Context: an optimization exercise on an open-source flow, tuned for small area and a short achievable clock period. The choices shown serve that exercise and are no tape-out recipe.
The RTL was checked by simulation tests, not by an equivalence proof against the original design.
No activity file was given, so power comes from the tool's default toggle rates.

File: flow/design.v
module ARMSIM(
	input CLOCK_50, rst, fu_EN,
	output[31:0] imem_addr,
	input[31:0] imem_data,
	output dmem_r_en, dmem_w_en,
	output[31:0] dmem_addr, dmem_wdata,
	input[31:0] dmem_rdata,
	output wb_en,
	output[3:0] wb_dest,
	output[31:0] wb_data
);
	wire clk = CLOCK_50;
	function cond_ok;
		input [3:0] c;
		input [3:0] f;  
		begin
			case (c)
				4'b0000: cond_ok = f[2];
				4'b0001: cond_ok = ~f[2];
				4'b0010: cond_ok = f[1];
				4'b0011: cond_ok = ~f[1];
				4'b0100: cond_ok = f[3];
				4'b0101: cond_ok = ~f[3];
				4'b0110: cond_ok = f[0];
				4'b0111: cond_ok = ~f[0];
				4'b1000: cond_ok = f[1] & ~f[2];
				4'b1001: cond_ok = ~f[1] & f[2];
				4'b1010: cond_ok = f[3] == f[0];
				4'b1011: cond_ok = f[3] != f[0];
				4'b1100: cond_ok = ~f[2] & (f[3] == f[0]);
				4'b1101: cond_ok = ~f[2] | (f[3] != f[0]);
				default: cond_ok = 1'b1;
			endcase
		end
	endfunction
	reg [31:0] pc;
	reg [31:0] f_ins;           
	reg [31:0] f_prev;          
	reg f_stall;                
	reg fu_r;                   
	reg [3:0] sr;               
	reg x_wb, x_mr, x_mw, x_br, x_s;    
	reg x_nh;                   
	reg [3:0] x_cond, x_dest;
	reg [31:0] x_a;             
	reg [31:0] x_bv;            
	reg [11:0] x_so;            
	reg [4:0] x_rot, x_rot2;    
	reg x_lsl, x_t11;           
	reg x_los;
	reg x_inv, x_cinc, x_cin1;
	reg x_sum, x_and, x_or, x_xor, x_mov;   
	reg x_fa_mem, x_fb_mem, x_fa_wb, x_fb_wb;
	reg m_wb, m_mr, m_mw, m_sel;
	reg [3:0] m_dest;
	reg [31:0] m_alu, m_st;
	reg w_wb;
	reg [3:0] w_dest;
	reg [31:0] w_val;
	reg [31:0] rf [0:15];
	reg [15:0] rv;              
	wire x_ok = cond_ok(x_cond, sr) & x_nh;
	wire e_wb = x_wb & x_ok;
	wire e_mr = x_mr & x_ok;
	wire e_mw = x_mw & x_ok;
	wire e_br = x_br & x_ok;
	wire e_s  = x_s & x_ok;
	wire [31:0] opa = x_a | ({32{x_fa_wb}} & w_val) | ({32{x_fa_mem}} & m_alu);
	wire [31:0] opb = x_bv | ({32{x_fb_wb}} & w_val) | ({32{x_fb_mem}} & m_alu);
	reg [31:0] rot2, rt;
	integer st, kk;
	always @(*) begin
		rot2 = opb;
		for (st = 0; st < 5; st = st + 1) begin
			rt = rot2;
			for (kk = 0; kk < 32; kk = kk + 1)
				if (kk < 16 ? x_rot[st] : x_rot2[st])
					rot2[kk] = rt[(kk + (1 << st)) % 32];
		end
	end
	wire [4:0] sh_n = x_so[11:7];
	reg [31:0] keep;
	integer k;
	always @(*) begin
		for (k = 0; k < 32; k = k + 1)
			keep[k] = x_t11 | (x_lsl ? (k >= sh_n) : (k + sh_n < 32));
	end
	wire [31:0] shv = {x_t11 ? opb[0] : rot2[31], rot2[30:0]} & keep;
	wire [31:0] val2 = x_los ? {20'b0, x_so} : shv;
	wire [31:0] b2 = x_inv ? ~val2 : val2;
	wire cin = x_cin1 | (x_cinc & sr[1]);
	wire [31:0] pg = opa ^ b2;
	wire [31:0] g0 = opa & b2;
	reg [31:0] gg, pp;
	reg [32:0] c;
	integer l, j;
	always @(*) begin
		gg = g0;
		pp = pg;
		for (l = 0; l < 5; l = l + 1)
			for (j = 0; j < 32; j = j + 1)
				if (j & (1 << l)) begin
					gg[j] = gg[j] | (pp[j] & gg[((j >> l) << l) - 1]);
					pp[j] = pp[j] & pp[((j >> l) << l) - 1];
				end
		c = {gg | (pp & {32{cin}}), cin};
	end
	wire [31:0] sum = pg ^ c[31:0];
	wire [31:0] lres = ({32{x_and}} & g0) | ({32{x_or}} & (g0 | pg))
	                 | ({32{x_xor}} & pg) | ({32{x_mov}} & b2);
	wire [31:0] alu = ({32{x_sum}} & sum) | lres;
	wire z_sum = &(~(pg ^ {opa[30:0] | b2[30:0], cin}));
	wire f_z = x_sum ? z_sum : (lres == 32'b0);
	wire f_c = x_sum & (c[32] ^ x_inv);
	wire f_v = x_sum & (c[32] ^ c[31]);
	wire [3:0] flags = {alu[31], f_z, f_c, f_v};
	wire [31:0] ins = f_stall ? f_prev : f_ins;
	wire [1:0] mode = ins[27:26];
	wire [3:0] op = ins[24:21];
	wire i_s = ins[20];
	wire i_imm = ins[25];
	wire [3:0] src1 = ins[19:16];
	wire is_ls = (op == 4'b0100) && (mode == 2'b01);
	wire [3:0] src2 = is_ls ? ins[15:12] : (!i_imm && !ins[4]) ? ins[3:0] : 4'b0;
	wire dp = (mode == 2'b00);
	reg d_wbop;
	always @(*) begin
		case (op)
			4'b1101, 4'b1111, 4'b0100, 4'b0101, 4'b0010, 4'b0110,
			4'b0000, 4'b1100, 4'b0001: d_wbop = 1'b1;
			default: d_wbop = 1'b0;
		endcase
	end
	wire d_wb = (dp & d_wbop) | (is_ls & i_s);
	wire d_mr = is_ls & i_s;
	wire d_mw = is_ls & ~i_s;
	wire d_br = (mode == 2'b10) && (op == 4'b0111);
	wire d_s  = dp & i_s;
	reg d_inv, d_cinc, d_cin1, d_sum, d_and, d_or, d_xor, d_mov;
	always @(*) begin
		{d_inv, d_cinc, d_cin1, d_sum, d_and, d_or, d_xor, d_mov} = 8'b0;
		if (dp) begin
			case (op)
				4'b1101: d_mov = 1'b1;                                 
				4'b1111: begin d_mov = 1'b1; d_inv = 1'b1; end         
				4'b0100: d_sum = 1'b1;                                 
				4'b0101: begin d_sum = 1'b1; d_cinc = 1'b1; end        
				4'b0010, 4'b1010: begin d_sum = 1'b1; d_inv = 1'b1; d_cin1 = 1'b1; end  
				4'b0110: begin d_sum = 1'b1; d_inv = 1'b1; d_cinc = 1'b1; end  
				4'b1100: d_or = 1'b1;                                  
				4'b0001: d_xor = 1'b1;                                 
				default: d_and = 1'b1;                                 
			endcase
		end else begin
			d_sum = 1'b1;  
		end
	end
	wire d_immdp = i_imm & ~is_ls & ~d_br;
	wire [63:0] rimm = {24'b0, ins[7:0], 24'b0, ins[7:0]} >> {ins[11:8], 1'b0};
	wire d_sh0 = d_br | d_immdp;      
	wire [11:0] d_so = (d_sh0 & ~is_ls) ? 12'b0 : ins[11:0];
	wire [4:0] d_rot = (d_so[6:5] == 2'b00) ? 5'd0 - d_so[11:7] :
	                   (d_so[6:5] == 2'b11) ? 5'd0 : d_so[11:7];
	wire [31:0] wbv_n = m_sel ? dmem_rdata : m_alu;
	wire use_b = ~d_sh0 | is_ls;
	wire fa_wb_n  = fu_r & ~d_br & m_wb & (m_dest == src1);
	wire fa_mem_n = fu_r & ~d_br & e_wb & (x_dest == src1) & ~fa_wb_n;
	wire fb_wb_n  = fu_r & use_b & m_wb & (m_dest == src2);
	wire fb_mem_n = fu_r & use_b & e_wb & (x_dest == src2) & ~fb_wb_n;
	wire [15:0] dec1 = 16'b1 << src1;
	wire [15:0] dec2 = 16'b1 << src2;
	wire a_rf = ~d_br & ~fa_wb_n & ~fa_mem_n;
	wire b_rf = use_b & ~fb_wb_n & ~fb_mem_n;
	reg [31:0] a_n, b_n;
	integer r;
	always @(*) begin
		a_n = ({32{d_br}} & pc)
		    | ({32{a_rf & ~|(dec1 & rv)}} & {28'b0, src1});
		b_n = ({32{d_br}} & {{8{ins[23]}}, ins[23:0]})
		    | ({32{d_immdp}} & rimm[31:0])
		    | ({32{b_rf & ~|(dec2 & rv)}} & {28'b0, src2});
		for (r = 0; r < 16; r = r + 1) begin
			a_n = a_n | ({32{a_rf & dec1[r] & rv[r]}} & rf[r]);
			b_n = b_n | ({32{b_rf & dec2[r] & rv[r]}} & rf[r]);
		end
	end
	wire ex1 = (x_dest == src1), ex2 = (x_dest == src2);
	wire me1 = (m_dest == src1), me2 = (m_dest == src2);
	wire haz_early = fu_r ? (e_mr & (ex1 | ex2))
	                      : ((e_wb & (ex1 | (~i_imm & ex2))) | (m_wb & (me1 | (~i_imm & me2))));
	wire haz_k = ~fu_r & i_imm & d_mw & ((e_wb & ex2) | (m_wb & me2));
	wire haz_e = haz_early | (haz_k & ~e_s & cond_ok(ins[31:28], sr));
	wire haz_l = haz_k & e_s & cond_ok(ins[31:28], flags);
	wire hazard = haz_e | haz_l;
	wire [31:0] pc_h = haz_e ? pc : e_br ? sum : pc + 32'd1;
	always @(posedge clk) begin
		fu_r <= fu_EN;
		if (rst)
			pc <= 32'b0;
		else
			pc <= haz_l ? pc : pc_h;
		f_ins <= (rst || e_br) ? 32'b0 : imem_data;
		f_prev <= ins;
		f_stall <= ~rst & hazard;
		if (rst)
			sr <= 4'b0;
		else if (e_s)
			sr <= flags;
		if (rst || e_br)
			{x_wb, x_mr, x_mw, x_br, x_s} <= 5'b0;
		else
			{x_wb, x_mr, x_mw, x_br, x_s} <= {d_wb, d_mr, d_mw, d_br, d_s};
		x_nh <= ~hazard;
		x_cond <= ins[31:28];
		x_dest <= ins[15:12];
		x_a <= a_n;
		x_bv <= b_n;
		x_so <= d_so;
		x_rot <= d_rot;
		x_rot2 <= is_ls ? 5'd0 : d_rot;
		x_lsl <= (d_so[6:5] == 2'b00);
		x_t11 <= (d_so[6:5] == 2'b11);
		x_los <= is_ls;
		{x_inv, x_cinc, x_cin1} <= {d_inv, d_cinc, d_cin1};
		{x_sum, x_and, x_or, x_xor, x_mov} <= {d_sum, d_and, d_or, d_xor, d_mov};
		{x_fa_mem, x_fb_mem} <= {fa_mem_n, fb_mem_n};
		{x_fa_wb, x_fb_wb} <= {fa_wb_n, fb_wb_n};
		if (rst)
			{m_wb, m_mr, m_mw} <= 3'b0;
		else
			{m_wb, m_mr, m_mw} <= {e_wb, e_mr, e_mw};
		m_sel <= x_mr;
		m_dest <= x_dest;
		m_alu <= alu;
		m_st <= opb;
		if (rst)
			rv <= 16'b0;
		else if (m_wb)
			rv[m_dest] <= 1'b1;
		if (m_wb)
			rf[m_dest] <= wbv_n;
		w_wb <= rst ? 1'b0 : m_wb;
		w_dest <= m_dest;
		w_val <= wbv_n;
	end
	assign imem_addr = pc;
	assign dmem_r_en = m_mr;
	assign dmem_w_en = m_mw;
	assign dmem_addr = m_alu;
	assign dmem_wdata = m_st;
	assign wb_en = w_wb;
	assign wb_dest = w_dest;
	assign wb_data = w_val;
endmodule
File: flow/flow/run.sh
#!/bin/bash
# The standard layout with two changes after the standard synthesis:
# the ports get plain buffers (buf_2), and the delay cells are kept out of
# the buffering that placement and repair do (they are slow buffers).
set -euo pipefail
bash standard.sh synth > synth.log 2>&1
export BUFFER_PORTS_ARGS="-buffer_cell sky130_fd_sc_hd__buf_2"
export DONT_USE_CELLS="sky130_fd_sc_hd__clkdlybuf4s15_1 sky130_fd_sc_hd__clkdlybuf4s15_2 sky130_fd_sc_hd__clkdlybuf4s18_1 sky130_fd_sc_hd__clkdlybuf4s18_2 sky130_fd_sc_hd__clkdlybuf4s25_1 sky130_fd_sc_hd__clkdlybuf4s25_2 sky130_fd_sc_hd__clkdlybuf4s50_1 sky130_fd_sc_hd__clkdlybuf4s50_2 sky130_fd_sc_hd__dlygate4sd1_1 sky130_fd_sc_hd__dlygate4sd2_1 sky130_fd_sc_hd__dlygate4sd3_1 sky130_fd_sc_hd__dlymetal6s2s_1 sky130_fd_sc_hd__dlymetal6s4s_1 sky130_fd_sc_hd__dlymetal6s6s_1"
bash standard.sh > layout.log 2>&1
File: flow/standard.sh
#!/bin/bash
# synth_recipe.tcl (not shown) runs the flow's synth.tcl, then flattens the netlist and writes it again
# the make line also repeats each setting of config.mk as NAME=value (left out here)
make -C /OpenROAD-flow-scripts/flow DESIGN_CONFIG=/design/flow/config.mk WORK_HOME=/design/flow/orfs CLKGATE_MAP_FILE= SYNTH_SCRIPT=/design/flow/synth_recipe.tcl "${@:-finish}"
File: flow/config.mk
export PLATFORM = sky130hd
export DESIGN_NAME = ARMSIM
export DESIGN_NICKNAME = ARMSIM
export VERILOG_FILES = /design/flow/design.v
export SDC_FILE = /design/flow/constraint.sdc
export NUM_CORES = 4
export LEC_CHECK = 0
export ABC_AREA = 1
export CAP_MARGIN = 65
export CORE_MARGIN = 2
export CORE_UTILIZATION = 50
export CTS_CLUSTER_DIAMETER = 80
export CTS_CLUSTER_SIZE = 24
export PLACE_DENSITY = 0.8
export SETUP_SLACK_MARGIN = 0.5
export SLEW_MARGIN = 65
File: flow/constraint.sdc
create_clock -name core_clock -period 25.0 [get_ports {CLOCK_50}]
set_input_delay 5.0000 -clock core_clock [delete_from_list [all_inputs] [get_ports {CLOCK_50}]]
set_output_delay 5.0000 -clock core_clock [all_outputs]
set_load 0.01 [all_outputs]
==> run notes, run 1 <==
* Status: complete, no violations
* Critical Path RT at 20.00 ns
* Worst Min Path Start: x_mr
* Initial antenna violation count at 12
* Detailed-placement wirelength estimate at ~140000 µm
* M3 GR Usage at 0.152
* Fin cells at 6340
* GRT Total Usage at 0.422
* Post-placement cell area at 45800 µm²
* Most frequent cells in the layout: 1071 x nand2_1, 553 x inv_1, 540 x nand3_1
* Die Ht at 297 µm
* Critical Path AT at 1.52 ns
* Total grt overflow at 0
* Min Tclk post-route at between 6 and 7 ns
* Min-delay worst type: flip-flop to flip-flop
* Inst Count DP at 6245
* Syn avg cell area at approximately 8.6 µm²
* Area delta synth->final at 10.9%
* Storage cell area at 22100 µm²
* Fin. Hold Viols at 0
* Fin crit share at 0.261
* Worst R2R End: pc[1]
* Clock sink total at 846
* Final Max Tran Viols at 0
* 1st-pass router iterations at 10
* CP max FO at 6
* Max Fclk at 153 MHz
* Reg2Reg Depth at 35
* Global Route met2 Usage at 0.633
* Share of layout cells above drive strength 1 at 0.120
* CP cell instances: buf_2
* Via count at 41200
* First-pass GRT wire length at 269000 µm
* DRC violations left at 0
* Largest net degree at the start of global routing at 43
* Setup CP Type: flip-flop to output port
* Final setup viols at 0
* Worst r2r src: x_fb_wb
* Primary FF master, synth: edfxtp_1
* WHS Path Cells at 0
* CTS tree: yes
* Top post-synthesis cells by area: edfxtp_1 36%, dfxtp_1 16%, nand2_1 9.5%
* Num rows at 107
* Root buffer cell: clkbuf_16
* Post_cts resized at 0
* Dominant cell type by area after synthesis: edfxtp_1
* H-tree Lvls at 2
* Final core occ at 0.559
* Core Area at 85100 µm²
* GR Layer Usage met1 at 0.495
* Synthesized flop and latch total at 846
* Worst Max-Slew Pin Slew at 0.637 ns
* Power density over the cells at between 70 and 80 nW/µm²
* Post-synthesis cell count at 5019
* Fill cell count at 7568
* # IOs at 202
* Vias/cell at between 6 and 7
* Detailed Route WL at 192000 µm
* Post-Syn Area at 42900 µm²
* Starting Density at 0.504
* Net Count, Synth at between 5000 and 6000
* TNS Setup at 0 ns
* Yosys warnings at 1
* GP Congestion at 1.12
* Final nets at roughly 5300
* Footprint of the multi-input gates at around 18000 µm²
* Worst Path Buf+Inv at 1
* Post-route ant nets at 0
* Worst path slowest cell: dfxtp_1
* Avg WL per Cell at 30.3 µm
* Delay-heaviest family, CP: flip-flops
* R2r setup slk at 18.51 ns
* Buffers on Ports at 201
* Asr flop ratio synth at 0
* EDFF count, synth at 512
* Leakage at roughly 19 nW
* GR peak layer: met2
* Startpoint types: flip-flop
* DR iter-0 viols at 7187
* Finished Cell Area at 47600 µm²
* RSZ-0062 raised after global routing: false
* Hold endpoint: m_sel
* CTS buffer count at 46
* Share of the synthesized area in the top cell type at 0.358
* Clk buf depth at 3
* Clock Skews at 0.0520 ns
* VDD IR-drop max at 0.0713 mV
* CTS Hold Bufs at 0
* MaxCap Viol Count at 0
* Netlist cell types at between 60 and 70
* Number of global-route vias before repair at between 30000 and 40000
* Setup crit end kind: output port
* Die area at 88200 µm²
* Post-CTS Setup Repair Bufs at 0
* Max_slew headroom at 0.574
* CP peak stage delay at 0.64 ns
* Commonest non-fill, non-tap cell in the layout: nand2_1
* Sequential-to-total area share from yosys stat at 0.514
* Clock transition at path regs at 0.09 ns
* Die X at 297 µm
* Skew-Pair Late Insertion Delay at about 0.68 ns
[per-layer routing]
metal | vias to the layer above | routed length, µm
met4 | 12 | 18900
met5 | - | 77
met1 | 19100 | 63800
li1 | 17600 | -
met3 | 963 | 28400
met2 | 3461 | 80600
[report_power, final]
group	total [W]	switching, W	internal (W)
registers	0.00179	0.000131	0.00166
clock network	0.000866	0.000493	0.000374
logic	0.000999	0.000732	0.000267
total	0.00365	0.00136	0.00230
[synthesized netlist by cell type, drive strengths merged (8+ instances only)]
cell type / n
nand2: 1096
inv: 596
nand3: 542
edfxtp: 512
nor2: 413
dfxtp: 334
o21ai: 208
a21oi: 164
nand4: 153
clkbuf: 118
buf: 93
o22ai: 91
ha: 78
nor3: 75
a221oi: 71
a22oi: 63
a211oi: 60
xor2: 55
or2: 37
mux2: 32
nor4: 32
o211ai: 31
o2111ai: 29
xnor2: 21
o221ai: 15
a22o: 13
a31oi: 13
clkinv: 12
nand3b: 8
[sequential cells by signal, indices dropped and copies added, names as in the netlist, 32 cells and up]
register,count
f_ins,32
m_alu,32
m_st,32
pc,32
rf,512
w_val,32
x_a,32
x_bv,32
[logic make-up (layout without fill, tap and decap cells)]
| family | Yosys count | count (layout) | synth area share |
|---|---|---|---|
| AND/OR/NAND/NOR | 2370 | 2370 | 0.243 |
| flip-flops | 846 | 846 | 0.514 |
| buffers and inverters | 819 | 991 | 0.0752 |
| AO/OA/AOI/OAI | 795 | 795 | 0.120 |
| adder cells (fa/ha/maj) | 79 | 79 | 0.0232 |
| XOR/XNOR | 76 | 76 | 0.0155 |
| multiplexers | 34 | 34 | 0.00886 |
| other | 0 | 5 | 0 |
[per-stage QoR]
| stage | worst slack [ns] | power (W) | hold slack, ns |
|---|---|---|---|
| 2_1_floorplan | 19.19 | 0.00228 | 0.329 |
| 3_3_place_gp | 18.30 | 0.00273 | 0.337 |
| 3_5_place_dp | 18.66 | 0.00275 | 0.332 |
| 4_1_cts | 18.44 | 0.00358 | 0.342 |
| 5_1_grt | 18.30 | 0.00374 | 0.355 |
| 6_report | 18.48 | 0.00365 | 0.349 |
[worst max-delay path by stage]
stage | from | endpoint | cells after the start
after floorplan | rst | pc[31] | 5
after global placement | rst | x_br | 4
after detailed placement | rst | x_wb | 5
after CTS | pc[17] | imem_addr[17] | 1
after global routing | x_fb_wb | pc[28] | 34
final | pc[6] | imem_addr[6] | 1
[layout make-up]
cell class	instances	share of cell area
diodes	5	0.000263
clock inverters	16	0.00468
well taps	1144	0.0301
multi-input cells	3354	0.384
inverters	608	0.0486
repair buffers	299	0.0415
flip-flops and latches	846	0.464
clock buffers	68	0.0268
==> inputs of run 2 (changes only) <==
--- a/flow/config.mk
+++ b/flow/config.mk
@@ -11,6 +11,6 @@
 export CORE_UTILIZATION = 50
 export CTS_CLUSTER_DIAMETER = 80
 export CTS_CLUSTER_SIZE = 24
-export PLACE_DENSITY = 0.8
+export PLACE_DENSITY = 0.72
 export SETUP_SLACK_MARGIN = 0.5
 export SLEW_MARGIN = 65
==> run 2 against run 1 <==
Effect of this change: synthesized cell count did not move; setup slack got worse by 0.022 ns; combinational power hardly changed; sequential power hardly changed; worst hold slack gained 0.0028 ns; register-to-register slack better by 0.10 ns; via count down 0.42%; count of clock-buffer cells in the layout did not move; global-route usage up 0.32 points; total power increased by 1.3%; wire length up 0.61%; maximum frequency fell by 0.33%; critical endpoint is now imem_addr[29].
==> run notes, run 2 <==
* Status: complete, no violations
* Number of global-route vias before repair at 37800
* Worst path slowest cell: dfxtp_1
* Setup crit end kind: output port
* Clock Skews at 0.0424 ns
* H-tree Lvls at 2
* # IOs at 202
* Setup CP Type: flip-flop to output port
* GP Congestion at 1.07
* Clock sink total at 846
* Die Ht at 297 µm
* Final setup viols at 0
* Worst Max-Slew Pin Slew at 0.583 ns
* Die X at roughly 300 µm
* Delay-heaviest family, CP: flip-flops
* Final nets at 5307
* Fin crit share at 0.262
* Storage cell area at 22100 µm²
* Initial antenna violation count at 23
* Yosys warnings at 1
* Fin. Hold Viols at 0
* Leakage at 19.4 nW
* CP peak stage delay at 0.65 ns
* DR iter-0 viols at 7087
* Critical Path AT at 1.54 ns
* CP max FO at 5
* VDD IR-drop max at 0.0725 mV
* MaxCap Viol Count at 0
* Vias/cell at 6.46
* Post-route ant nets at 0
* Post-Syn Area at 42900 µm²
* Commonest cells post-synth: 1081 x nand2_1, 573 x inv_1, 540 x nand3_1
* Buffers on Ports at 201
* Core Area at 85100 µm²
* Via count at 41000
* Final Max Tran Viols at 0
* Die area at just under 90000 µm²
* Inst Count DP at approximately 6300
* GRT Total Usage at 0.425
* Most frequent cells in the layout: 1074 x nand2_1, 553 x inv_1, 540 x nand3_1
* Reg2Reg Depth at 35
* Max FFs per register at slightly above 500
* Syn avg cell area at roughly 8.6 µm²
* Max_slew headroom at 0.607
* Levels on crit path at 1
* Post_cts resized at 0
* Largest Register: rf
* Total grt overflow at 0
* Min-delay worst type: flip-flop to flip-flop
* Clock transition at path regs at approximately 0.10 ns
* Num rows at 107
* Hold_ws at 0.351 ns
* CTS Hold Bufs at 0
* Sequential-to-total area share from yosys stat at 0.514
* 1st-pass router iterations at 9
* WHS Path Cells at 0
* Share of layout cells above drive strength 1 at 0.119
* CTS tree: yes
* Max Fclk at ~150 MHz
* Area delta synth->final at 10.7%
* Avg WL per Cell at slightly above 30 µm
* Total power at 0.00370 W
* Detailed-placement wirelength estimate at 138000 µm
* Starting Density at 0.504
* First-pass GRT wire length at 270000 µm
* CP cell instances: buf_2
* Detailed Route WL at around 190000 µm
* Root buffer cell: clkbuf_16
* Netlist cell types at 68
* RSZ-0062 raised after global routing: false
* Worst Path Buf+Inv at 1
* Asr flop ratio synth at 0
* Commonest non-fill, non-tap cell in the layout: nand2_1
* Largest net degree at the start of global routing at between 40 and 50
* EDFF count, synth at 512
* Cell with the most instances after synthesis: nand2_1
* Synthesized flop and latch total at 846
* TNS Setup at 0 ns
* Clk buf depth at 3
* Fill cell count at 7782
* Top post-synthesis cells by area: edfxtp_1 36%, dfxtp_1 16%, nand2_1 9.5%
* Dominant cell type by area after synthesis: edfxtp_1
* Primary FF master, synth: edfxtp_1
* Net Count, Synth at 5165
* CTS buffer count at 46
* Footprint of the multi-input gates at between 15000 and 20000 µm²
* Post-synthesis cell count at around 5000
* Share of the synthesized area in the top cell type at 0.358
* Critical Path RT at 20.00 ns
* Startpoint types: flip-flop
* Fin cells at 6350
* Min Tclk post-route at 6.54 ns
* Skew-Pair Late Insertion Delay at 0.68 ns
* Power density over the cells at 77.9 nW/µm²
* Post-CTS Setup Repair Bufs at 0
* DRC violations left at 0
run 2: cells by family (layout without fill, tap and decap cells):
kind of cell    after synthesis  after routing  synth area share
fa+ha+maj                    79             79            0.0232
mux                          34             34           0.00886
compound gates              795            795             0.120
buf+inv                     819            998            0.0752
flops                       846            846             0.514
simple gates               2370           2370             0.243
other cells                   0              8                 0
xor+xnor                     76             76            0.0155
run 2: through the flow:
| stage | util | setup slack (ns) | area (µm²) |
|---|---|---|---|
| finish | 0.558 | 18.46 | 47500 |
| global placement | 0.531 | 18.30 | 45200 |
| global route | 0.558 | 18.22 | 47500 |
| floorplan | - | 19.19 | 42900 |
| CTS | 0.556 | 18.49 | 47300 |
| detailed placement | 0.538 | 18.72 | 45800 |
run 2: final cells by class:
| type | instances | area share |
|---|---|---|
| Antenna cell | 8 | 0.000421 |
| Clock inverter | 17 | 0.00595 |
| Timing Repair Buffer | 305 | 0.0413 |
| Inverter | 608 | 0.0486 |
| Tap cell | 1144 | 0.0301 |
| Sequential cell | 846 | 0.465 |
| Clock buffer | 68 | 0.0271 |
| Multi-Input combinational cell | 3354 | 0.382 |
run 2: where the power goes:
part / internal [W] / switching (W) / total, W
registers: 0.00166 / 0.000136 / 0.00179
logic: 0.000265 / 0.000736 / 0.00100
clock network: 0.000402 / 0.000506 / 0.000908
run 2: routing by layer:
layer,share of wire,global-route usage,wire (µm)
met3,0.14,0.123,26500
met2,0.43,0.640,82300
met4,0.083,0.292,16100
met1,0.35,0.528,68000
met5,0.00048,0,93
run 2: path summary, 6_finish.rpt:
check	slack (ns)	from	end
max	18.46	pc[29]	imem_addr[29]
min	0.35	x_mr	m_sel
max reg2reg	18.61	x_fb_wb	pc[13]
min reg2reg	0.35	x_mr	m_sel
run 2: worst register-to-register path: cells and delay by family, from the launching register on:
family                   cells  cell delay (ns)
AO/OA/AOI/OAI                2             0.28
adder cells (fa/ha/maj)      1             0.40
buffers and inverters        3             0.48
flip-flops                   1             0.32
AND/OR/NAND/NOR             29             4.86
==> inputs of run 3 (changes only) <==
--- a/flow/config.mk
+++ b/flow/config.mk
@@ -8,7 +8,7 @@
 export ABC_AREA = 1
 export CAP_MARGIN = 65
 export CORE_MARGIN = 2
-export CORE_UTILIZATION = 50
+export CORE_UTILIZATION = 55
 export CTS_CLUSTER_DIAMETER = 80
 export CTS_CLUSTER_SIZE = 24
 export PLACE_DENSITY = 0.72
==> run 3 against run 2 <==
Effect of this change: critical path depth stayed put; clock skew up 0.0078 ns; sequential share of layout area rose by 0.093 points; cell count fell by 1.6%; utilization is 5.5 points higher; critical endpoint is now imem_addr[13].
==> run notes, run 3 <==
* Status: complete, no violations
* Synthesized flop and latch total at 846
* Die Ht at 283 µm
* Fin crit share at 0.263
* Initial antenna violation count at 17
* Worst Max-Slew Pin Slew at 0.637 ns
* DR iter-0 viols at 7056
* Post-Syn Area at 42900 µm²
* CP cell instances: buf_2
* Asr flop ratio synth at 0
* 1st-pass router iterations at 9
* Cell with the most instances after synthesis: nand2_1
* RSZ-0062 raised after global routing: false
* Commonest cells post-synth: 1081 x nand2_1, 573 x inv_1, 540 x nand3_1
* Reg power frac at 0.486
* Worst path slowest cell: dfxtp_1
* CP max FO at 4
* Setup crit end kind: output port
* Net Count, Synth at 5165
* Startpoint types: flip-flop
* Clock transition at path regs at 0.09 ns
* Total power at 0.00365 W
* Hold_ws at 0.347 ns
* Critical Path AT at roughly 1.6 ns
* GP Congestion at 1.09
* Combinational share of power at 0.274
* Post-CTS Setup Repair Bufs at 0
* Clk buf depth at 3
* TNS Setup at 0 ns
* H-tree Lvls at 2
* Syn avg cell area at 8.55 µm²
* CTS buffer count at 47
* Final nets at 5315
* Commonest non-fill, non-tap cell in the layout: nand2_1
* Total grt overflow at 0
* Max_slew headroom at 0.573
* CTS Hold Bufs at 0
* Leakage at 19.4 nW
* Final Max Tran Viols at 0
* Sequential-to-total area share from yosys stat at 0.514
* GRT Total Usage at 0.469
* Root buffer cell: clkbuf_16
* # IOs at around 200
* Min-delay worst type: flip-flop to flip-flop
* Fin worst setup slack at roughly 18 ns
* Area delta synth->final at 10.5%
* Netlist cell types at approximately 70
* Starting Density at 0.555
* Fin cells at 6248
* Clock share of power at 0.240
* Detailed-placement wirelength estimate at roughly 140000 µm
* Critical Path RT at about 20 ns
* Psw at 0.00136 W
* Die area at 80300 µm²
* Inst Count DP at 6153
* Core Area at ~77000 µm²
* Number of global-route vias before repair at ~38000
* Final setup viols at 0
* Vias/cell at around 6.6
* Detailed Route WL at 195000 µm
* Power density over the cells at between 70 and 80 nW/µm²
* First-pass GRT wire length at 270000 µm
* Setup CP Type: flip-flop to output port
* Buffers on Ports at between 200 and 250
* Most frequent cells in the layout: 1071 x nand2_1, 555 x inv_1, 540 x nand3_1
* Via count at 41400
* Clock sink total at 846
* Clock Skews at 0.0502 ns
* Share of the synthesized area in the top cell type at 0.358
* Skew-Pair Late Insertion Delay at 0.67 ns
* Largest net degree at the start of global routing at 43
* EDFF count, synth at 512
* Yosys warnings at 1
* Post-route ant nets at 0
* MaxCap Viol Count at 0
* Internal power at 0.00229 W
* CTS tree: yes
* Num rows at 102
* Switch share at 0.373
* Largest Register: rf
* Share of layout cells above drive strength 1 at 0.119
* Post_cts resized at 0
* Primary FF master, synth: edfxtp_1
* Delay-heaviest family, CP: flip-flops
* DRC violations left at 0
* Worst slack at placement at 18.59 ns
* Top post-synthesis cells by area: edfxtp_1 36%, dfxtp_1 16%, nand2_1 9.5%
* CP peak stage delay at around 0.7 ns
* Die X at 283 µm
* Worst Path Buf+Inv at 1
* Max Fclk at 152 MHz
* Post-synthesis cell count at 5019
* Fin. Hold Viols at 0
* Max FFs per register at 512
* Dominant cell type by area after synthesis: edfxtp_1
* Min Tclk post-route at 6.57 ns
* VDD IR-drop max at between 0.07 and 0.08 mV
* Avg WL per Cell at between 30 and 40 µm
run 3: cell types whose count changed in the layout (fill, tap and decap cells not counted), moves of 4 or more:
cell / previous run / this run
buf_2: 206 / 202
buf_4: 65 / 73
buf_6: 28 / 23
clkinv_8: 1 / 6
xor2_1: 50 / 55
xor2_2: 5 / 0
run 3: worst paths after layout:
| path | start | to | slack [ns] | depth (start not counted) |
|---|---|---|---|---|
| worst max-delay path | pc[13] | imem_addr[13] | 18.43 | 1 |
| worst min-delay path | x_mr | m_sel | 0.35 | 0 |
| worst max register to register | x_fb_wb | pc[17] | 18.52 | 36 |
| worst min register to register | x_mr | m_sel | 0.35 | 0 |
run 3: per-stage QoR:
step,util,instance area (µm²)
finish,0.613,47400
floorplan,-,42900
global route,0.613,47400
global placement,0.583,45100
detailed placement,0.590,45700
CTS,0.610,47200
run 3: cell families (layout without fill, tap and decap cells):
group           after synthesis  count (layout)  share of synthesized area
buf+inv                     819            1003                     0.0752
simple gates               2370            2370                      0.243
xor+xnor                     76              76                     0.0155
mux                          34              34                    0.00886
fa+ha+maj                    79              79                     0.0232
compound gates              795             795                      0.120
flops                       846             846                      0.514
other cells                   0               5                          0
run 3: layout make-up:
type	count	area, µm²
fill	6738	29900
sequential	846	22100
multi-input combinational	3354	18100
inverter	608	2300
timing repair buffer	312	2110
tap	1040	1300
clock buffer	64	1240
clock inverter	19	269
antenna	5	12.5
run 3: power by group through the flow:
stage / sequential (W) / clock [W] / combinational (W)
2_1_floorplan: 0.00175 / 0 / 0.000528
5_1_grt: 0.00177 / 0.000916 / 0.00104
4_1_cts: 0.00176 / 0.000869 / 0.000945
3_5_place_dp: 0.00180 / 0 / 0.000941
6_report: 0.00178 / 0.000876 / 0.000999
3_3_place_gp: 0.00180 / 0 / 0.000931
run 3: routing by layer:
metal	up-vias	track usage	wire (µm)
li1	17600	-	-
met1	19400	0.581	66500
met2	3496	0.687	80900
met3	879	0.143	28900
met4	8	0.357	18200
met5	-	0	58
==> inputs of run 4 (changes only) <==
--- a/flow/config.mk
+++ b/flow/config.mk
@@ -6,11 +6,11 @@
 export NUM_CORES = 4
 export LEC_CHECK = 0
 export ABC_AREA = 1
-export CAP_MARGIN = 65
+export CAP_MARGIN = 75
 export CORE_MARGIN = 2
-export CORE_UTILIZATION = 55
+export CORE_UTILIZATION = 50
 export CTS_CLUSTER_DIAMETER = 80
 export CTS_CLUSTER_SIZE = 24
 export PLACE_DENSITY = 0.72
 export SETUP_SLACK_MARGIN = 0.5
-export SLEW_MARGIN = 65
+export SLEW_MARGIN = 75
==> run 4 against run 3 <==
Effect of this change: cell count grew 2.3%; flip-flop and latch count is the same; sequential power is essentially flat; maximum frequency grew 1.9%; register-to-register slack gained 0.09 ns; utilization shrank 3.6 points; sequential share of layout area shrank 1.5 points; critical path depth is the same; count of clock-buffer cells in the layout grew 4; setup slack gained 0.12 ns; largest power group unchanged.
==> run notes, run 4 <==
* Status: complete, no violations
* Fill cell count at 7523
* Largest net degree at the start of global routing at 43
* Largest Register: rf
* Max FFs per register at about 510
* Post-Syn Area at 42900 µm²
* EDFF count, synth at 512
* Yosys warnings at 1
* Inst Count DP at approximately 6300
* Synthesized flop and latch total at 846
* R2r setup slk at approximately 19 ns
* Critical Path RT at 20.00 ns
* Commonest cells post-synth: 1081 x nand2_1, 573 x inv_1, 540 x nand3_1
* Worst Path Buf+Inv at 1
* Fin crit share at 0.258
* Primary FF master, synth: edfxtp_1
* Dominant cell type by area after synthesis: edfxtp_1
* Cell with the most instances after synthesis: nand2_1
* Post-synthesis cell count at 5019
* Post_cts resized at 0
* Final nets at between 5000 and 6000
* Min-delay worst type: flip-flop to flip-flop
* Critical Path AT at about 1.5 ns
* Final setup viols at 0
* Leakage at 19.9 nW
* Max Fclk at about 160 MHz
* Sequential-to-total area share from yosys stat at 0.514
* CTS Hold Bufs at 0
* Asr flop ratio synth at 0
* Area delta synth->final at 14.4%
* First-pass GRT wire length at about 270000 µm
* Initial antenna violation count at 27
* H-tree Lvls at 2
* 1st-pass router iterations at 7
* Detailed-placement wirelength estimate at between 100000 and 150000 µm
* RSZ-0062 raised after global routing: false
* Power density over the cells at 75.8 nW/µm²
* Number of global-route vias before repair at 37900
* Final Max Tran Viols at 0
* Worst path slowest cell: dfxtp_2
* CTS tree: yes
* Max_slew headroom at 0.676
* Avg WL per Cell at 30.5 µm
* Root buffer cell: clkbuf_16
* Buffers on Ports at 201
* Core Area at roughly 85000 µm²
* GRT Total Usage at 0.429
* Delay-heaviest family, CP: flip-flops
* Share of layout cells above drive strength 1 at 0.151
* GR peak layer: met2
* CP cell instances: buf_2
* Net Count, Synth at 5165
* Syn avg cell area at 8.55 µm²
* Most frequent cells in the layout: 1062 x nand2_1, 539 x nand3_1, 537 x inv_1
* Min Tclk post-route at 6.45 ns
* GR Layer Usage met1 at 0.535
* Die Ht at roughly 300 µm
* Setup CP Type: flip-flop to output port
* Worst Max-Slew Pin Slew at 0.482 ns
* CTS buffer count at 46
* Top post-synthesis cells by area: edfxtp_1 36%, dfxtp_1 16%, nand2_1 9.5%
* VDD IR-drop max at 0.0779 mV
* Clock sink total at approximately 850
* GP Congestion at between 1 and 1.5
* Startpoint types: flip-flop
* Share of the synthesized area in the top cell type at 0.358
* MaxCap Viol Count at 0
* Skew-Pair Late Insertion Delay at 0.68 ns
* Post-route ant nets at 0
* Clock Skews at 0.0369 ns
* Worst Min Path Start: x_mr
* # IOs at 202
* Die area at 88200 µm²
* Detailed Route WL at 195000 µm
* TNS Setup at 0 ns
* Die X at 297 µm
* DR iter-0 viols at between 7000 and 8000
* Commonest non-fill, non-tap cell in the layout: nand2_1
* Worst r2r src: x_fb_wb
* Hold endpoint: m_sel
* Clk buf depth at 3
* Setup crit end kind: output port
* Starting Density at 0.504
* Vias/cell at around 6.5
* Clock transition at path regs at 0.10 ns
* WHS Path Cells at 0
* CP max FO at 7
* Post-CTS Setup Repair Bufs at 0
* Fin. Hold Viols at 0
* Netlist cell types at 68
* Num rows at 107
* Total power at 0.00372 W
* CP peak stage delay at 0.59 ns
* Worst R2R End: pc[0]
* DRC violations left at 0
* Global Route met2 Usage at 0.643
* Total grt overflow at 0
* Reg2Reg Depth at 36
* Fin cells at about 6400
* M3 GR Usage at 0.118
* Via count at about 41000
* Hold_ws at 0.341 ns
-- run 4: cell counts after synthesis --
Identical to the previous run, type by type.
-- run 4: power by group --
part           leakage [nW]  total, W  internal [W]  switching, W
combinational          11.8   0.00105      0.000293      0.000757
sequential             7.43   0.00180       0.00166      0.000139
clock                 0.711  0.000875      0.000368      0.000506
-- run 4: worst max path at each step --
| stage | start | slack [ns] | cells past startpoint | endpoint |
|---|---|---|---|---|
| global placement | x_rot[4] | 18.30 | 30 | pc[28] |
| detailed placement | x_rot[0] | 18.74 | 35 | pc[11] |
| finish | pc[3] | 18.55 | 1 | imem_addr[3] |
| global route | x_rot[0] | 18.25 | 35 | pc[0] |
| floorplan | rst | 19.19 | 5 | pc[31] |
| CTS | pc[3] | 18.56 | 1 | imem_addr[3] |
-- run 4: cell families after synthesis --
kind of cell    Yosys count  synth area share
fa+ha+maj                79            0.0232
mux                      34           0.00886
xor+xnor                 76            0.0155
flops                   846             0.514
simple gates           2370             0.243
compound gates          795             0.120
buf+inv                 819            0.0752
-- run 4: stage by stage --
step	cell area [µm²]	setup slack (ns)	utilization
6_report	49100	18.55	0.577
3_5_place_dp	47300	18.74	0.555
5_1_grt	49100	18.25	0.577
2_1_floorplan	42900	19.19	-
4_1_cts	48800	18.56	0.573
3_3_place_gp	45200	18.30	0.531
-- run 4: layout make-up --
type                    count  area [µm²]  area share
diodes                      6        15.0    0.000306
clock buffers              68        1250      0.0256
clock inverters            18         225     0.00459
inverters                 608        2360      0.0480
multi-input cells        3354       18900       0.386
flip-flops and latches    846       22100       0.451
well taps                1144        1430      0.0291
repair buffers            348        2750      0.0560
-- run 4: worst reg2reg max path, delay by kind of cell (launching register included) --
family / cells / cell delay (ns)
buf+inv: 5 / 1.06
fa+ha+maj: 1 / 0.45
flops: 1 / 0.34
compound gates: 2 / 0.41
simple gates: 28 / 4.09
-- run 4: routing by layer --
metal | vias to the layer above | routed length, µm
li1 | 17700 | -
met1 | 19500 | 67300
met2 | 3325 | 82600
met3 | 775 | 27300
met4 | 14 | 17500
met5 | - | 101
==> inputs of run 5 (changes only) <==
--- a/flow/config.mk
+++ b/flow/config.mk
@@ -6,11 +6,11 @@
 export NUM_CORES = 4
 export LEC_CHECK = 0
 export ABC_AREA = 1
-export CAP_MARGIN = 75
+export CAP_MARGIN = 55
 export CORE_MARGIN = 2
 export CORE_UTILIZATION = 50
 export CTS_CLUSTER_DIAMETER = 80
 export CTS_CLUSTER_SIZE = 24
 export PLACE_DENSITY = 0.72
 export SETUP_SLACK_MARGIN = 0.5
-export SLEW_MARGIN = 75
+export SLEW_MARGIN = 55
==> run 5 against run 4 <==
Effect of this change: critical path type unchanged; first-iteration DRC count is 1.6% lower; clock skew up 0.022 ns; maximum frequency is 2.9% lower; via count fell by 1.6%; critical endpoint is now imem_addr[31]; still clean on timing, DRC and antenna.
==> run notes, run 5 <==
* Primary FF master, synth: edfxtp_1
* First-pass GRT wire length at 270000 µm
* Core Area at around 85000 µm²
* Total grt overflow at 0
* Dominant cell type by area after synthesis: edfxtp_1
* MaxCap Viol Count at 0
* Die area at approximately 88000 µm²
* # IOs at 202
* Post-synthesis cell count at 5019
* Leakage at 19.3 nW
* Commonest cells post-synth: 1081 x nand2_1, 573 x inv_1, 540 x nand3_1
* Post_cts resized at 0
* Area delta synth->final at 9.73%
* Share of the synthesized area in the top cell type at 0.358
* Min Tclk post-route at 6.64 ns
* Critical Path AT at 1.64 ns
* GP Congestion at ~1.1
* RSZ-0062 raised after global routing: false
* GRT Total Usage at 0.424
* Max FFs per register at 512
* Fin worst setup slack at 18.36 ns
* Vias/cell at ~6.4
* Largest net degree at the start of global routing at 43
* CP peak stage delay at 0.73 ns
* Detailed Route WL at roughly 190000 µm
* Clock transition at path regs at about 0.10 ns
* CTS Hold Bufs at 0
* Sequential-to-total area share from yosys stat at 0.514
* Share of layout cells above drive strength 1 at 0.107
* Net Count, Synth at 5165
* Top post-synthesis cells by area: edfxtp_1 36%, dfxtp_1 16%, nand2_1 9.5%
* Worst slack at placement at 18.63 ns
* Power density over the cells at 78.0 nW/µm²
* DRC violations left at 0
* Avg WL per Cell at 30.5 µm
* Min-delay worst type: flip-flop to flip-flop
* Root buffer cell: clkbuf_16
* Final nets at roughly 5300
* Delay-heaviest family, CP: flip-flops
* Post-route ant nets at 0
* Detailed-placement wirelength estimate at 138000 µm
* Buffers on Ports at 201
* Yosys warnings at 1
* Cell with the most instances after synthesis: nand2_1
* Syn avg cell area at roughly 8.6 µm²
* Die Ht at 297 µm
* Via count at 40600
* TNS Setup at 0 ns
* Synthesized flop and latch total at approximately 850
* Startpoint types: flip-flop
* Status: complete, no violations
* Clock Skews at 0.0592 ns
* CTS buffer count at 46
* H-tree Lvls at 2
* Post-Syn Area at 42900 µm²
* EDFF count, synth at 512
* Worst path slowest cell: dfxtp_1
* Most frequent cells in the layout: 1078 x nand2_1, 565 x inv_1, 540 x nand3_1
* Number of global-route vias before repair at 37600
* Starting Density at 0.504
* Commonest non-fill, non-tap cell in the layout: nand2_1
* Final setup viols at 0
* Post-placement cell area at 45500 µm²
* Setup CP Type: flip-flop to output port
* CTS tree: yes
* Worst Path Buf+Inv at 1
* Asr flop ratio synth at 0
* VDD IR-drop max at 0.0691 mV
* Fin crit share at 0.266
* Netlist cell types at 68
* Skew-Pair Late Insertion Delay at 0.69 ns
* Hold_ws at between 0.3 and 0.4 ns
* DR iter-0 viols at 6933
* Setup crit end kind: output port
* Die X at 297 µm
* Num rows at 107
* 1st-pass router iterations at 10
* Finished Cell Area at 47100 µm²
* CP cell instances: buf_2
* Critical Path RT at 20.00 ns
* Worst Max-Slew Pin Slew at 0.731 ns
* Fin. Hold Viols at 0
* Post-CTS Setup Repair Bufs at 0
* Clock sink total at 846
* Clk buf depth at 3
* Initial antenna violation count at 23
* Max_slew headroom at 0.510
* CP max FO at 4
* Largest Register: rf
* Final Max Tran Viols at 0
* Max Fclk at ~150 MHz
-- run 5: cell counts after synthesis --
Identical to the previous run, type by type.
-- run 5: routing by layer --
layer	global-route usage	up-vias	share of wire
met1	0.525	19200	0.35
met5	0	-	0.00064
met2	0.635	3098	0.42
met4	0.297	18	0.087
met3	0.127	735	0.14
li1	-	17600	-
-- run 5: worst paths after layout --
| check | from | to | slack, ns | cells after the start |
|---|---|---|---|---|
| max | pc[31] | imem_addr[31] | 18.36 | 1 |
| min | x_mr | m_sel | 0.34 | 0 |
| max reg2reg | x_rot[0] | pc[28] | 18.51 | 34 |
| min reg2reg | x_mr | m_sel | 0.34 | 0 |
-- run 5: cell families (layout without fill, tap and decap cells) --
family	count (synthesis)	count (layout)	synth area share
adders and majority gates	79	79	0.0232
muxes	34	34	0.00886
DFF	846	846	0.514
AOI/OAI and AO/OA	795	795	0.120
buffers and inverters	819	986	0.0752
and+or+nand+nor	2370	2370	0.243
other	0	4	0
xor gates and xnor gates	76	76	0.0155
-- run 5: report_power, final --
group	switching, W	internal (W)
clock	0.000506	0.000391
combinational	0.000728	0.000258
sequential	0.000137	0.00165
-- run 5: metrics by stage --
stage	power, W	instances	utilization
floorplan	0.00228	5019	-
global placement	0.00275	6239	0.531
detailed placement	0.00275	6244	0.534
CTS	0.00362	6327	0.552
global route	0.00376	6330	0.553
finish	0.00368	6334	0.553
-- run 5: layout make-up --
cell class	instances	area, µm²
well taps	1144	1430
repair buffers	295	1800
fillers	7746	38100
clock inverters	20	319
clock buffers	63	1210
multi-input cells	3354	17900
inverters	608	2300
flip-flops and latches	846	22100
diodes	4	10.0

-- static timing again, ports no longer ideal --
In the flow no input, the clock included, has a driving cell. The finished layouts below were timed again as built, in two steps. Step 1 sets driving cells, clkbuf_16 on the clock port and buf_2 on the other inputs (assumed; they add their load-dependent delay and slew). Step 2 adds t to the input delays and takes it off the output delays; t is the mean of the earliest and latest rising clock arrival at the registers after step 1. Input paths then give back, and output paths get back, about the clock's delay inside the block. a / b / c = ideal / step 1 / step 2; a / b = the first two.
run	t, ns	setup WS [ns]	worst setup path after step 2	cell pins on the clock port's net
run 1	0.720	18.477 / 18.409 / 18.512	register to register	1
run 2	0.727	18.455 / 18.389 / 18.606	register to register	1
run 3	0.716	18.430 / 18.358 / 18.518	register to register	1
run 4	0.726	18.551 / 18.484 / 18.608	register to register	1
run 5	0.728	18.356 / 18.290 / 18.506	register to register	1
After both steps setup and hold are still met in every run listed.
